Source: an optimization exercise on an open RTL-to-GDS flow (aim: small area). Production flows keep margins and buffers that such runs may drop.
At most, simulation tests tie the RTL to the original design; equivalence was not proved.

==> run M <==
==> flow/design.v <==
module handshake (
  input  wire         source_wr_en,
  input  wire         source_rd_en,
  input  wire         terminal_wr_en,
  input  wire         terminal_rd_en,
  input  wire  [31:0] wr_data,
  input  wire         rstn,
  input  wire         clk,
  output reg  [31:0]  rd_data,
  output wire         source_fifo_full,
  output wire         source_fifo_empty,
  output wire         terminal_fifo_full,
  output wire         terminal_fifo_empty
  );
  localparam N = 63;
  reg  [5:0]  wp;      
  reg  [5:0]  rp;      
  reg  [4:0]  scnt;    
  reg  [4:0]  tcnt;    
  reg         lv;      
  wire s_full  = &scnt;
  wire s_empty = ~|scnt;
  wire t_full  = &tcnt;
  wire t_empty = ~|tcnt;
  wire ready = terminal_wr_en & ~t_full;
  wire spush = source_wr_en & ~s_full;
  wire spop  = source_rd_en & ~s_empty & ready;
  wire tpush = ready & lv;
  wire tpop  = terminal_rd_en & ~t_empty;
  always @(posedge clk or negedge rstn) begin
    if (!rstn) begin
      wp   <= 6'd0;
      rp   <= 6'd0;
      scnt <= 5'd0;
      tcnt <= 5'd0;
      lv   <= 1'b0;
    end else begin
      if (spush) wp <= (wp == N - 1) ? 6'd0 : wp + 6'd1;
      if (tpop)  rp <= (rp == N - 1) ? 6'd0 : rp + 6'd1;
      scnt <= scnt + {4'd0, spush} - {4'd0, spop};
      tcnt <= tcnt + {4'd0, tpush} - {4'd0, tpop};
      lv   <= spop | (lv & ~ready);
    end
  end
  wire full63 = s_full & t_full & lv;
  wire [31:0] rd_or [0:N-1];
  genvar i;
  generate
    for (i = 0; i < N; i = i + 1) begin : word
      reg  [31:0] m;
      wire wsel  = spush & (wp == i);
      wire wkeep = (wp != i) | full63;
      always @(posedge clk)
        m <= ({32{wsel}} & wr_data) | ({32{wkeep}} & m);
      assign rd_or[i] = m;
    end
  endgenerate
  always @(posedge clk)
    if (tpop) rd_data <= rd_or[rp];
  assign source_fifo_full    = s_full;
  assign source_fifo_empty   = s_empty;
  assign terminal_fifo_full  = t_full;
  assign terminal_fifo_empty = t_empty;
endmodule
==> flow/run.sh <==
#!/bin/bash
# synth_recipe.tcl (not shown) runs the flow's synth.tcl, then flattens the netlist and writes it again
# the make line also repeats each setting of config.mk as NAME=value (left out here)
make -C /OpenROAD-flow-scripts/flow DESIGN_CONFIG=/design/flow/config.mk WORK_HOME=/design/flow/orfs CLKGATE_MAP_FILE= SYNTH_SCRIPT=/design/flow/synth_recipe.tcl finish
==> flow/config.mk <==
export PLATFORM = sky130hd
export DESIGN_NAME = handshake
export DESIGN_NICKNAME = handshake
export VERILOG_FILES = /design/flow/design.v
export SDC_FILE = /design/flow/constraint.sdc
export NUM_CORES = 8
export LEC_CHECK = 0
export CAP_MARGIN = 20
export CORE_MARGIN = 2
export CORE_UTILIZATION = 65
export SLEW_MARGIN = 20
==> flow/constraint.sdc <==
create_clock -name core_clock -period 6.0 [get_ports {clk}]
set_input_delay 1.2000 -clock core_clock [delete_from_list [all_inputs] [get_ports {clk}]]
set_output_delay 1.2000 -clock core_clock [all_outputs]
set_load 0.01 [all_outputs]
==> run Z: changes against run M <==
==> flow/design.v, changed modules only <==
module handshake (
  input  wire         source_wr_en,
  input  wire         source_rd_en,
  input  wire         terminal_wr_en,
  input  wire         terminal_rd_en,
  input  wire  [31:0] wr_data,
  input  wire         rstn,
  input  wire         clk,
  output wire [31:0]  rd_data,
  output wire         source_fifo_full,
  output wire         source_fifo_empty,
  output wire         terminal_fifo_full,
  output wire         terminal_fifo_empty
  );
  reg  [5:0]  wp;      
  reg  [5:0]  lp;      
  reg  [4:0]  scnt;    
  reg  [4:0]  tcnt;    
  reg         lv;      
  wire s_full  = &scnt;
  wire s_empty = ~|scnt;
  wire t_full  = &tcnt;
  wire t_empty = ~|tcnt;
  wire ready = terminal_wr_en & ~t_full;
  wire spush = source_wr_en & ~s_full;
  wire spop  = source_rd_en & ~s_empty & ready;
  wire tpush = ready & lv;
  wire tpop  = terminal_rd_en & ~t_empty;
  always @(posedge clk or negedge rstn) begin
    if (!rstn) begin
      wp   <= 6'd0;
      lp   <= 6'd63;
      scnt <= 5'd0;
      tcnt <= 5'd0;
      lv   <= 1'b0;
    end else begin
      wp   <= wp + {5'd0, spush};
      lp   <= lp + {5'd0, tpop};
      scnt <= scnt + {4'd0, spush} - {4'd0, spop};
      tcnt <= tcnt + {4'd0, tpush} - {4'd0, tpop};
      lv   <= spop | (lv & ~ready);
    end
  end
  wire full63 = s_full & t_full & lv;
  wire [63:0] wsel, wkeep;
  wire [31:0] rd_w [0:63];
  genvar i;
  generate
    for (i = 0; i < 64; i = i + 1) begin : word
      reg [31:0] m;
      assign wsel[i]  = spush & (wp == i);
      assign wkeep[i] = (wp != i) | full63;
      always @(posedge clk)
        m <= ({32{wsel[i]}} & wr_data) | ({32{wkeep[i]}} & m);
      assign rd_w[i] = m;
    end
  endgenerate
  assign rd_data = rd_w[lp];
  assign source_fifo_full    = s_full;
  assign source_fifo_empty   = s_empty;
  assign terminal_fifo_full  = t_full;
  assign terminal_fifo_empty = t_empty;
endmodule
--- a/flow/config.mk
+++ b/flow/config.mk
@@ -7,5 +7,5 @@
 export LEC_CHECK = 0
 export CAP_MARGIN = 20
 export CORE_MARGIN = 2
-export CORE_UTILIZATION = 65
+export CORE_UTILIZATION = 40
 export SLEW_MARGIN = 20
==> run R: changes against run M <==
==> flow/flow/run.sh (new file) <==
#!/bin/bash
# Own layout flow: the standard flow (standard.sh), changed in four ways:
#  - synthesis maps with flow/abc_speed.script, which leaves out ABC's fanout
#    buffering and gate sizing (OpenROAD repairs slew and load later); the
#    flip-flop mapping and all other synthesis steps are unchanged;
#  - ports are buffered with buf_1;
#  - CTS uses clkbuf_8 in clusters of up to 20 sinks, without dummy loads;
#  - after global routing, gates with slack to spare are downsized.
# Each tool's output goes to a log file in the work folder (flow_*.log) and
# ORFS's own logs under orfs/logs/.
set -euo pipefail
W=$PWD
rm -rf "$W/scripts_abc"
cp -r "$FLOW_HOME/scripts" "$W/scripts_abc"
cp "$W/flow/abc_speed.script" "$W/scripts_abc/abc_speed.script"
bash standard.sh synth "SCRIPTS_DIR=$W/scripts_abc" > "$W/flow_synth.log" 2>&1
bash standard.sh ${FLOW_TARGET:-finish} \
  "CTS_ARGS=-sink_clustering_enable -repair_clock_nets -dont_use_dummy_load -buf_list sky130_fd_sc_hd__clkbuf_8 -sink_clustering_size 20 -sink_clustering_max_diameter 50" \
  "BUFFER_PORTS_ARGS=-buffer_cell sky130_fd_sc_hd__buf_1" \
  RECOVER_POWER=100 > "$W/flow_layout.log" 2>&1
==> flow/flow/abc_speed.script (new file) <==
&get -n
&st
&dch
&nf -R 1000
&put
topo
==> flow/standard.sh (new file) <==
#!/bin/bash
# synth_recipe.tcl (not shown) runs the flow's synth.tcl, then flattens the netlist and writes it again
# the make line also repeats each setting of config.mk as NAME=value (left out here)
make -C /OpenROAD-flow-scripts/flow DESIGN_CONFIG=/design/flow/config.mk WORK_HOME=/design/flow/orfs CLKGATE_MAP_FILE= SYNTH_SCRIPT=/design/flow/synth_recipe.tcl "${@:-finish}"
removed: flow/run.sh
==> run H: changes against run M <==
==> flow/design.v, changed modules only <==
module source (
  input  wire         wr_en,        
  input  wire         rd_en,     
  input  wire  [32-1:0] wr_data,     
  input  wire         rstn,   
  input  wire         clk,
  input wire         source_ready,
  output reg [32-1:0]  source_data,
  output reg          source_valid,
  output wire         fifo_full,    
  output wire         fifo_empty);   
  integer i ;
  	reg  [32-1:0] fifo [32-1:0]; 
  	reg  [5-1:0] rd_addr,wr_addr;
	reg  [5-1:0] cnt;
  	always @ (posedge clk or negedge rstn)
    begin : cnt_judge
      if (rstn == 1'b0) begin
        cnt <= 'b0;
	  end
      else if(wr_en && !fifo_full && !(rd_en && !fifo_empty && source_ready)) begin
        cnt <= cnt +1;
      end
      else if(!(wr_en && !fifo_full) && rd_en && !fifo_empty && source_ready) begin
        cnt <= cnt -1;
      end
      else begin
        cnt <= cnt;
      end
    end                                      
  	always @ (posedge clk or negedge rstn)
    begin : write
      if (rstn == 1'b0) begin
	    for(i=0;i<32;i=i+1) fifo[i] <= 'b0;
        wr_addr <= 1'b0;
	  end
      else if (wr_en && !fifo_full) begin
	      fifo[wr_addr] <= wr_data;
          wr_addr <= wr_addr + 1;
      end
      else begin
	  	  wr_addr <= wr_addr;
	      fifo[wr_addr] <= fifo[wr_addr];
	  end
    end                         
    always @ (posedge clk or negedge rstn)
    begin : read
      if (rstn == 1'b0) begin
        rd_addr <= 1'b0;
	    source_valid <= 0; 
	  end
      else if (rd_en && !fifo_empty && source_ready) begin
	      source_data <= fifo[rd_addr];
	      rd_addr <= rd_addr + 1;
	      source_valid <= 1;
      end
      else begin
	  	  rd_addr <= rd_addr;
	      source_valid <= source_valid && !source_ready;
	  end
    end
   	assign fifo_full = (cnt==32-1)? 1 : 0;
  	assign fifo_empty = (cnt==0)? 1 : 0;
endmodule
module terminal (
  input  wire         wr_en,        
  input  wire         rd_en,     
  input  wire  [32-1:0] wr_data, 
  input  wire 	 	  terminal_valid,
  input  wire         rstn,   
  input  wire         clk,
  output reg [32-1:0]  rd_data,       
  output wire   	  terminal_ready,
  output wire         fifo_full,      
  output wire         fifo_empty);     
  integer i ;
  	reg  [32-1:0] fifo [32-1:0]; 
  	reg  [5-1:0] rd_addr,wr_addr;
	reg  [5-1:0] cnt;
  	always @ (posedge clk or negedge rstn)
    begin : cnt_judge
      if (rstn == 1'b0) begin
        cnt <= 'b0;
	  end
      else if(wr_en && terminal_valid && !fifo_full && !(rd_en && !fifo_empty)) begin
        cnt <= cnt +1;
      end
      else if(!(wr_en && terminal_valid && !fifo_full) && rd_en && !fifo_empty) begin
        cnt <= cnt -1;
      end
      else begin
        cnt <= cnt;
      end
    end                                      
  	always @ (posedge clk or negedge rstn)
    begin : write
      if (rstn == 1'b0) begin
	    for(i=0;i<32;i=i+1) fifo[i] <= 'b0;
        wr_addr <= 1'b0;
	  end
      else if (wr_en && terminal_valid && !fifo_full) begin
	      fifo[wr_addr] <= wr_data;
          wr_addr <= wr_addr + 1;
      end
      else begin
	  	  wr_addr <= wr_addr;
	      fifo[wr_addr] <= fifo[wr_addr];
	  end
    end                         
    always @ (posedge clk or negedge rstn)
    begin : read
      if (rstn == 1'b0) begin
        rd_addr <= 1'b0;
	  end
      else if (rd_en && !fifo_empty) begin
	      rd_data <= fifo[rd_addr];
          rd_addr <= rd_addr + 1;
      end
      else begin
	  	  rd_addr <= rd_addr;
	  end
    end
   	assign fifo_full = (cnt==32-1)? 1 : 0;
    assign terminal_ready = !fifo_full && wr_en;
  	assign fifo_empty = (cnt==0)? 1 : 0;
endmodule
module handshake (
  input  wire         source_wr_en,        
  input  wire         source_rd_en, 
  input  wire         terminal_wr_en,        
  input  wire         terminal_rd_en, 
  input  wire  [32-1:0] wr_data,     
  input  wire         rstn,   
  input  wire         clk,
  output wire [32-1:0]  rd_data,
  output wire         source_fifo_full,    
  output wire         source_fifo_empty,
  output wire         terminal_fifo_full,    
  output wire         terminal_fifo_empty
	); 
	wire ready,valid;
	wire [31:0]  data;
  source mst(
	  .wr_en(source_wr_en),
	  .rd_en(source_rd_en),
	  .source_data(data),
	  .wr_data(wr_data),
	  .clk(clk),
	  .rstn(rstn),
	  .fifo_full(source_fifo_full),
	  .fifo_empty(source_fifo_empty),
	  .source_valid(valid),
	  .source_ready(ready)
	  );
  terminal slv(
	  .wr_en(terminal_wr_en),
	  .rd_en(terminal_rd_en),
	  .wr_data(data),
	  .rd_data(rd_data),
	  .clk(clk),
	  .rstn(rstn),
	  .fifo_full(terminal_fifo_full),
	  .fifo_empty(terminal_fifo_empty),
	  .terminal_valid(valid),
	  .terminal_ready(ready)
	  );
endmodule
--- a/flow/config.mk
+++ b/flow/config.mk
@@ -7,5 +7,5 @@
 export LEC_CHECK = 0
 export CAP_MARGIN = 20
 export CORE_MARGIN = 2
-export CORE_UTILIZATION = 65
+export CORE_UTILIZATION = 40
 export SLEW_MARGIN = 20
==> results.txt <==
Slew of the pin with the lowest slew margin: run Z 1390 ps; run H 1390 ps; run M 1340 ps; run R 2190 ps
Number of antenna diodes: run Z 51; run H 135; run M 15; run R 4
WL final: run Z 425000 um; run H 693000 um; run M 354000 um; run R 254000 um
RSZ-0062 raised after global routing: run Z true; run H false; run M false; run R false
Most common cell after layout, fill and taps aside: run Z sky130_fd_sc_hd__a22o_1; run H sky130_fd_sc_hd__nand2_1; run M sky130_fd_sc_hd__a22o_1; run R -
Fill cell total of the finished layout: run Z 17.4k; run H 25.1k; run M 8233; run R 8167
Clock latency reported for the late side of the worst-skew pair: run Z 910 ps; run H 1040 ps; run M 870 ps; run R 930 ps
Hold worst-path end: run Z word[43].m[18]$_DFF_P_; run H -; run M word[8].m[26]$_DFF_P_; run R word[38].m[10]$_DFF_P_
Hold path startpoint: run Z word[43].m[18]$_DFF_P_; run H -; run M word[8].m[26]$_DFF_P_; run R word[38].m[10]$_DFF_P_
Outcome: run Z failed layout checks; run H timing/DRC/antenna clean; run M timing/DRC/antenna clean; run R failed layout checks
Layout check failures: run Z negative setup slack; run H -; run M -; run R max-capacitance violations, max-slew violations
Horizontal extent of the die: run Z 443 um; run H 521 um; run M 346 um; run R 335 um
Worst setup startpoint: run Z lp[4]$_DFF_PN1_; run H mst.rd_addr[2]$_DFFE_PN0P_; run M rp[3]$_DFFE_PN0P_; run R scnt[2]$_DFF_PN0_
Mapped Cells: run Z 7024; run H 11.4k; run M 6888; run R 5854
Net Sw Frac: run Z 34.3%; run H 51.7%; run M 32.3%; run R 31.4%
Routed met2 length: run Z 164000 um; run H 266000 um; run M 132000 um; run R 105000 um
Clock buffer count: run Z 310; run H 324; run M 297; run R 152
Area share of xor/xnor cells in the synthesized design: run Z 0.181%; run H 0.164%; run M 0.104%; run R 0.111%
FFs w/ async S/R, synth: run Z 1.11%; run H 97.0%; run M 1.11%; run R 1.11%
Fraction of final layout cells with drive strength greater than 1: run Z 15.7%; run H 12.9%; run M 12.0%; run R 7.51%
GPL Wtd Cong: run Z 0.996; run H 1.08; run M 1.04; run R 1.06
For run Z and run H, only the layout was checked, not whether the RTL still works.

[static timing again, ports no longer ideal]
The flow's constraints put no driver on any port. The routed layouts listed below were extracted and timed again, unchanged, in two steps.
Step 1 sets driving cells, clkbuf_16 on the clock port and buf_2 on the other inputs (assumed; they add their load-dependent delay and slew).
Step 2 times the ports against the registers' clock, not the clock port: input delays grow and output delays shrink by t, the midpoint of the rising clock arrivals with the driver on.
a / b / c = ideal / step 1 / step 2; a / b = the first two.
run | t, ns | setup slack, ns | latest minus earliest clock arrival (ns) | worst register clock-pin slew, ns
run M | 0.940 | 1.014 / 1.014 / 1.014 | 0.033 / 0.033 | 0.07 / 0.07
run Z | 0.974 | -0.247 / -0.340 / 0.634 | 0.057 / 0.057 | 0.07 / 0.07
run R | 0.965 | 1.199 / 1.199 / 0.724 | 0.095 / 0.096 | 0.12 / 0.12
run H | 1.084 | 0.803 / 0.803 / 0.803 | 0.111 / 0.111 | 0.07 / 0.07
The setup slack of run R, which loses most, moves by 0.000 ns with the drivers and by -0.475 ns with both steps.
